Context: an optimization exercise on an open-source flow, tuned for small area, a short achievable clock period and few clock cycles. The choices shown serve that exercise and are no tape-out recipe. Only simulation tests tie the RTL to the original design; equivalence was not proved. Power is estimated from default activity; no workload was simulated.

## zmc_alu
module zmc_alu (
	input  [15:0] a_in,
	input  [15:0] b_in,
	input  [7:0]  op_in,
	input         z_flag_in,
	input         s_flag_in,
	input         c_flag_in,
	input         ovr_flag_in,
	input         clk,
	input         a_reset_l,
	output reg [15:0] c_out,
	output reg    z_flag_out,
	output reg    s_flag_out,
	output reg    c_flag_out,
	output reg    ovr_flag_out,
	output        valid_out
);
Size: about 1,500 cells after synthesis, about 39 flip-flops, roughly 67 I/O pins, roughly 0.010 mm² of cells after synthesis.
Settings: LEC_CHECK=0, ABC_AREA=1, ABC_CLOCK_PERIOD_IN_PS=8000, CAP_MARGIN=20, CORE_MARGIN=2, CORE_UTILIZATION=40, SETUP_SLACK_MARGIN=5, SLEW_MARGIN=20; clock period 16.0 ns.
standard.sh (not shown) runs the stock make flow with config.mk's settings and CLKGATE_MAP_FILE= SYNTH_SCRIPT=/design/flow/synth_recipe.tcl, a recipe that flattens the netlist after the stock synthesis.
==> flow/flow/run.sh <==
#!/bin/bash
# Layout flow: the standard flow (standard.sh) with two changes: the port
# buffers that global placement inserts on every input and output are
# sky130_fd_sc_hd__buf_2 instead of the cell the resizer picks by default, and
# timing repair aims at 6 ns of setup slack instead of config.mk's 5.
# The output of the whole run goes to standard.log in this folder; ORFS keeps
# each step's log under orfs/logs.
set -e
export BUFFER_PORTS_ARGS="-buffer_cell sky130_fd_sc_hd__buf_2"
sed 's/SETUP_SLACK_MARGIN=[0-9.]*/SETUP_SLACK_MARGIN=6/' standard.sh > standard_margin.sh
bash standard_margin.sh > standard.log 2>&1
The starting point produced a clean layout.
Testbench counts at the start, summed over its fixed seeds: cycles 5,871.
Next try:
==> flow/flow/run.sh (replaced) <==
#!/bin/bash
# Layout flow: the standard flow (standard.sh) with two changes: the port
# buffers that global placement inserts on every input and output are
# sky130_fd_sc_hd__buf_2 instead of the cell the resizer picks by default, and
# timing repair aims at 5.5 ns of setup slack instead of config.mk's 5.
# The output of the whole run goes to standard.log in this folder; ORFS keeps
# each step's log under orfs/logs.
set -e
export BUFFER_PORTS_ARGS="-buffer_cell sky130_fd_sc_hd__buf_2"
sed 's/SETUP_SLACK_MARGIN=[0-9.]*/SETUP_SLACK_MARGIN=5.5/' standard.sh > standard_margin.sh
bash standard_margin.sh > standard.log 2>&1
What happened: The changed run completed with no timing, DRC or antenna violations; clock-buffer cell count does not change; hold slack stays flat; total power fell by 4.9%; synthesized area does not change; design area fell by 7.4%; final cell count fell by 2.2%; synthesized cell count does not change.
Next try:
==> flow/flow/run.sh (replaced) <==
#!/bin/bash
# Layout flow: the standard flow (standard.sh) with one change: the port
# buffers that global placement inserts on every input and output are
# sky130_fd_sc_hd__buf_2 instead of the cell the resizer picks by default.
# The output of the whole run goes to standard.log in this folder; ORFS keeps
# each step's log under orfs/logs.
set -e
export BUFFER_PORTS_ARGS="-buffer_cell sky130_fd_sc_hd__buf_2"
bash standard.sh > standard.log 2>&1
--- a/flow/config.mk
+++ b/flow/config.mk
@@ -6,5 +6,4 @@
 export NUM_CORES = 4
 export LEC_CHECK = 0
-export ABC_AREA = 1
 export ABC_CLOCK_PERIOD_IN_PS = 8000
 export CAP_MARGIN = 20
After rerunning: The new run completed without violations; power decreases by a few percent; routed wire length decreases by a few percent; die area increases by a few percent; sequential share of layout area is about the same; global-route usage decreases by 2.8 points; non-clock buffer count decreases by 11; core utilization decreases by 1.9 points; worst setup slack gets worse by 0.36 ns; clock power stays flat; register-to-register slack gets worse by 0.44 ns; design area decreases slightly.
Next try:
==> flow/flow/run.sh (replaced) <==
#!/bin/bash
# Layout flow: the standard flow (standard.sh) with two changes: the port
# buffers that global placement inserts on every input and output are
# sky130_fd_sc_hd__buf_2 instead of the cell the resizer picks by default, and
# timing repair aims at 5 ns of setup slack instead of config.mk's 5.
# The output of the whole run goes to standard.log in this folder; ORFS keeps
# each step's log under orfs/logs.
set -e
export BUFFER_PORTS_ARGS="-buffer_cell sky130_fd_sc_hd__buf_2"
sed 's/SETUP_SLACK_MARGIN=[0-9.]*/SETUP_SLACK_MARGIN=5/' standard.sh > standard_margin.sh
bash standard_margin.sh > standard.log 2>&1
--- a/flow/config.mk
+++ b/flow/config.mk
@@ -6,4 +6,5 @@
 export NUM_CORES = 4
 export LEC_CHECK = 0
+export ABC_AREA = 1
 export ABC_CLOCK_PERIOD_IN_PS = 8000
 export CAP_MARGIN = 20
Final area shrinks by 1.5%.
Setup slack got worse by 0.054 ns.
Wire length is higher by 3.2%.
Power grows by 2.6%.
Combinational power rose by about 0.8%.
Sequential power went up by about 10%.
Next try:
==> flow/flow/run.sh (replaced) <==
#!/bin/bash
# Layout flow: the standard flow (standard.sh) with one change: the port
# buffers that global placement inserts on every input and output are
# sky130_fd_sc_hd__buf_2 instead of the cell the resizer picks by default.
# The output of the whole run goes to standard.log in this folder; ORFS keeps
# each step's log under orfs/logs.
set -e
export BUFFER_PORTS_ARGS="-buffer_cell sky130_fd_sc_hd__buf_2"
bash standard.sh > standard.log 2>&1
--- a/flow/config.mk
+++ b/flow/config.mk
@@ -6,9 +6,8 @@
 export NUM_CORES = 4
 export LEC_CHECK = 0
-export ABC_AREA = 1
 export ABC_CLOCK_PERIOD_IN_PS = 8000
 export CAP_MARGIN = 20
 export CORE_MARGIN = 2
-export CORE_UTILIZATION = 40
+export CORE_UTILIZATION = 60
 export SETUP_SLACK_MARGIN = 5
 export SLEW_MARGIN = 20
Effect: The new run completed without violations; via count falls by 6.7%; power falls by 4.9%; sequential power falls by about 10%; sequential share of layout area barely changes; die area falls by 31%; non-clock buffer count rises by 1; area after synthesis rises by 3.2%; clock power falls by 16%; worst setup slack degrades by 0.086 ns.
Next try:
==> flow/flow/run.sh (replaced) <==
#!/bin/bash
# Layout flow: the standard flow (standard.sh) with two changes: the port
# buffers that global placement inserts on every input and output are
# sky130_fd_sc_hd__buf_2 instead of the cell the resizer picks by default, and
# timing repair aims at 5.5 ns of setup slack instead of config.mk's 5.
# The output of the whole run goes to standard.log in this folder; ORFS keeps
# each step's log under orfs/logs.
set -e
export BUFFER_PORTS_ARGS="-buffer_cell sky130_fd_sc_hd__buf_2"
sed 's/SETUP_SLACK_MARGIN=[0-9.]*/SETUP_SLACK_MARGIN=5.5/' standard.sh > standard_margin.sh
bash standard_margin.sh > standard.log 2>&1
--- a/flow/config.mk
+++ b/flow/config.mk
@@ -9,5 +9,5 @@
 export CAP_MARGIN = 20
 export CORE_MARGIN = 2
-export CORE_UTILIZATION = 60
+export CORE_UTILIZATION = 40
 export SETUP_SLACK_MARGIN = 5
 export SLEW_MARGIN = 20
Fmax rises by a few percent.
Die area rises by well over a third.
Synthesized area stays the same.
Worst hold slack is about the same.
Total power rises by a few percent.
First-iteration DRC count falls by a few percent.
Non-clock buffer count rises by 10.
Combinational power rises by a few percent.
Wire length rises by roughly a tenth.
Cell area rises by a few percent.
Clock skew is about the same.

---

== main ==
Another version of the RTL of zmc_alu (not shown whole).
Size in the first run: roughly 36 flip-flops, roughly 67 I/O pins.
clock: 16.0 ns
lec_check: 0
abc_clock_period_in_ps: 8000
cap_margin: 20
core_margin: 2
core_utilization: 40
setup_slack_margin: 5
slew_margin: 20
==> flow/flow/run.sh <==
#!/bin/bash
set -e
sed 's/SETUP_SLACK_MARGIN=[0-9.]*/SETUP_SLACK_MARGIN=8/' standard.sh > standard_margin.sh
bash standard_margin.sh > standard.log 2>&1
Testbench counts of main, summed over its fixed seeds: cycles 6,584.
What the feature branch does differently from main at the input level:
==> flow/run.sh (new file) <==
#!/bin/bash
# synth_recipe.tcl (not shown) runs the flow's synth.tcl, then flattens the netlist and writes it again
# the make line also repeats each setting of config.mk as NAME=value (left out here)
make -C /OpenROAD-flow-scripts/flow DESIGN_CONFIG=/design/flow/config.mk WORK_HOME=/design/flow/orfs CLKGATE_MAP_FILE= SYNTH_SCRIPT=/design/flow/synth_recipe.tcl finish
removed: flow/flow/run.sh
removed: flow/standard.sh
## What came out
The feature branch finished end to end and its layout was clean on timing, DRC and antenna. The run with more setup slack is main; the feature branch has less. For the feature branch, the critical path start-end classification was in -> reg, unlike main, where it was in -> out. When the final numbers for main and the feature branch were put side by side, the relative contribution of combinational cells to total power turned out to be smaller in the feature branch. The clock transition at the register clock pins on the worst setup and hold paths after CTS on the feature branch is in line with that on main. In the feature branch the peak supply drop turned out 14 uV higher than in main. main vs the feature branch, cell at the slowest stage of the critical path: sky130_fd_sc_hd__fa_2 vs sky130_fd_sc_hd__fa_1.

---

Another version of the RTL of zmc_alu (not shown whole).
For scale: roughly 1300 cells after synthesis, ~39 flip-flops, ~10000 um2 of cells after synthesis.
export LEC_CHECK = 0
export ABC_CLOCK_PERIOD_IN_PS = 8000
export CAP_MARGIN = 20
export CORE_MARGIN = 2
export CORE_UTILIZATION = 40
export SETUP_SLACK_MARGIN = 5
export SLEW_MARGIN = 20
create_clock -name core_clock -period 16.0 [get_ports {clk}]
==> flow/flow/run.sh <==
#!/bin/bash
# Layout flow: the standard flow (standard.sh) with two changes: the port
# buffers that global placement inserts on every input and output are
# sky130_fd_sc_hd__buf_2 instead of the cell the resizer picks by default, and
# timing repair aims at 6 ns of setup slack instead of config.mk's 5.
# The output of the whole run goes to standard.log in this folder; ORFS keeps
# each step's log under orfs/logs.
set -e
export BUFFER_PORTS_ARGS="-buffer_cell sky130_fd_sc_hd__buf_2"
sed 's/SETUP_SLACK_MARGIN=[0-9.]*/SETUP_SLACK_MARGIN=6/' standard.sh > standard_margin.sh
bash standard_margin.sh > standard.log 2>&1
The first run finished clean.
Testbench counts at the start, summed over its fixed seeds: cycles 5,871.
Rerun with:
==> flow/flow/run.sh (replaced) <==
#!/bin/bash
# Layout flow: the standard flow (standard.sh) with one change: the port
# buffers that global placement inserts on every input and output are
# sky130_fd_sc_hd__buf_2 instead of the cell the resizer picks by default.
# The output of the whole run goes to standard.log in this folder; ORFS keeps
# each step's log under orfs/logs.
set -e
export BUFFER_PORTS_ARGS="-buffer_cell sky130_fd_sc_hd__buf_2"
bash standard.sh > standard.log 2>&1
Effect: Sequential cell count stays the same; sequential share of layout area grows by 0.45 points; utilization shrinks by 3.0 points; maximum frequency shrinks by 4.2%; setup slack got worse by 0.46 ns.
Rerun with:
Settings changed: SETUP_SLACK_MARGIN 5 to 4.
- power decreases by 1.4%
- wire length fell by 0.37%
- combinational power decreases by about 2%
- clock skew is about the same
- register-to-register slack degrades by 0.15 ns
- first-iteration DRC count decreases by 4.6%
- global-route usage barely changes

==> separate check: timing with driven ports <==
How much do the figures lean on ideal ports? The routed layouts below were timed once more, with nothing changed but the port constraints.
Step 1 assumes that a clkbuf_16 drives the clock port and a buf_2 every other input.
Step 2 also shifts input and output timing later by t, the mid clock arrival at the registers, as if the neighbouring blocks saw the same clock.
Three values: no drivers, after step 1, after step 2; two values: the first two.
| run | shift t [ns] | setup slack, ns | worst hold slack (ns) | worst setup path at the end |
|---|---|---|---|---|
| the first run of note 1 | 0.332 | 5.829 / 5.783 / 5.783 | 0.444 / 0.444 / 0.444 | input to output |
| the second run of note 1 | 0.345 | 5.598 / 5.563 / 5.563 | 0.441 / 0.441 / 0.441 | input to output |
| the third run of note 1 | 0.336 | 5.234 / 5.214 / 5.214 | 0.464 / 0.464 / 0.464 | input to output |
| the fourth run of note 1 | 0.341 | 5.180 / 5.151 / 5.151 | 0.443 / 0.443 / 0.443 | input to output |
| the fifth run of note 1 | 0.324 | 5.094 / 5.073 / 5.073 | 0.466 / 0.466 / 0.466 | input to output |
| the sixth run of note 1 | 0.334 | 5.484 / 5.440 / 5.440 | 0.463 / 0.463 / 0.463 | input to output |
| main | 0.338 | 5.552 / 5.522 / 5.376 | 0.456 / 0.456 / 0.456 | input to register |
| the feature branch | 0.344 | 5.088 / 5.110 / 4.770 | 0.458 / 0.458 / 0.458 | input to register |
| the first run of note 3 | 0.349 | 5.603 / 5.561 / 5.561 | 0.464 / 0.464 / 0.464 | input to output |
| the second run of note 3 | 0.336 | 5.145 / 5.122 / 5.122 | 0.451 / 0.451 / 0.451 | input to output |
| the third run of note 3 | 0.332 | 4.395 / 4.369 / 4.369 | 0.452 / 0.452 / 0.452 | input to output |
After both steps setup and hold are still met in every run listed. For the feature branch, which loses most, drivers alone change the setup slack by +0.022 ns; drivers and shift together by -0.318 ns.
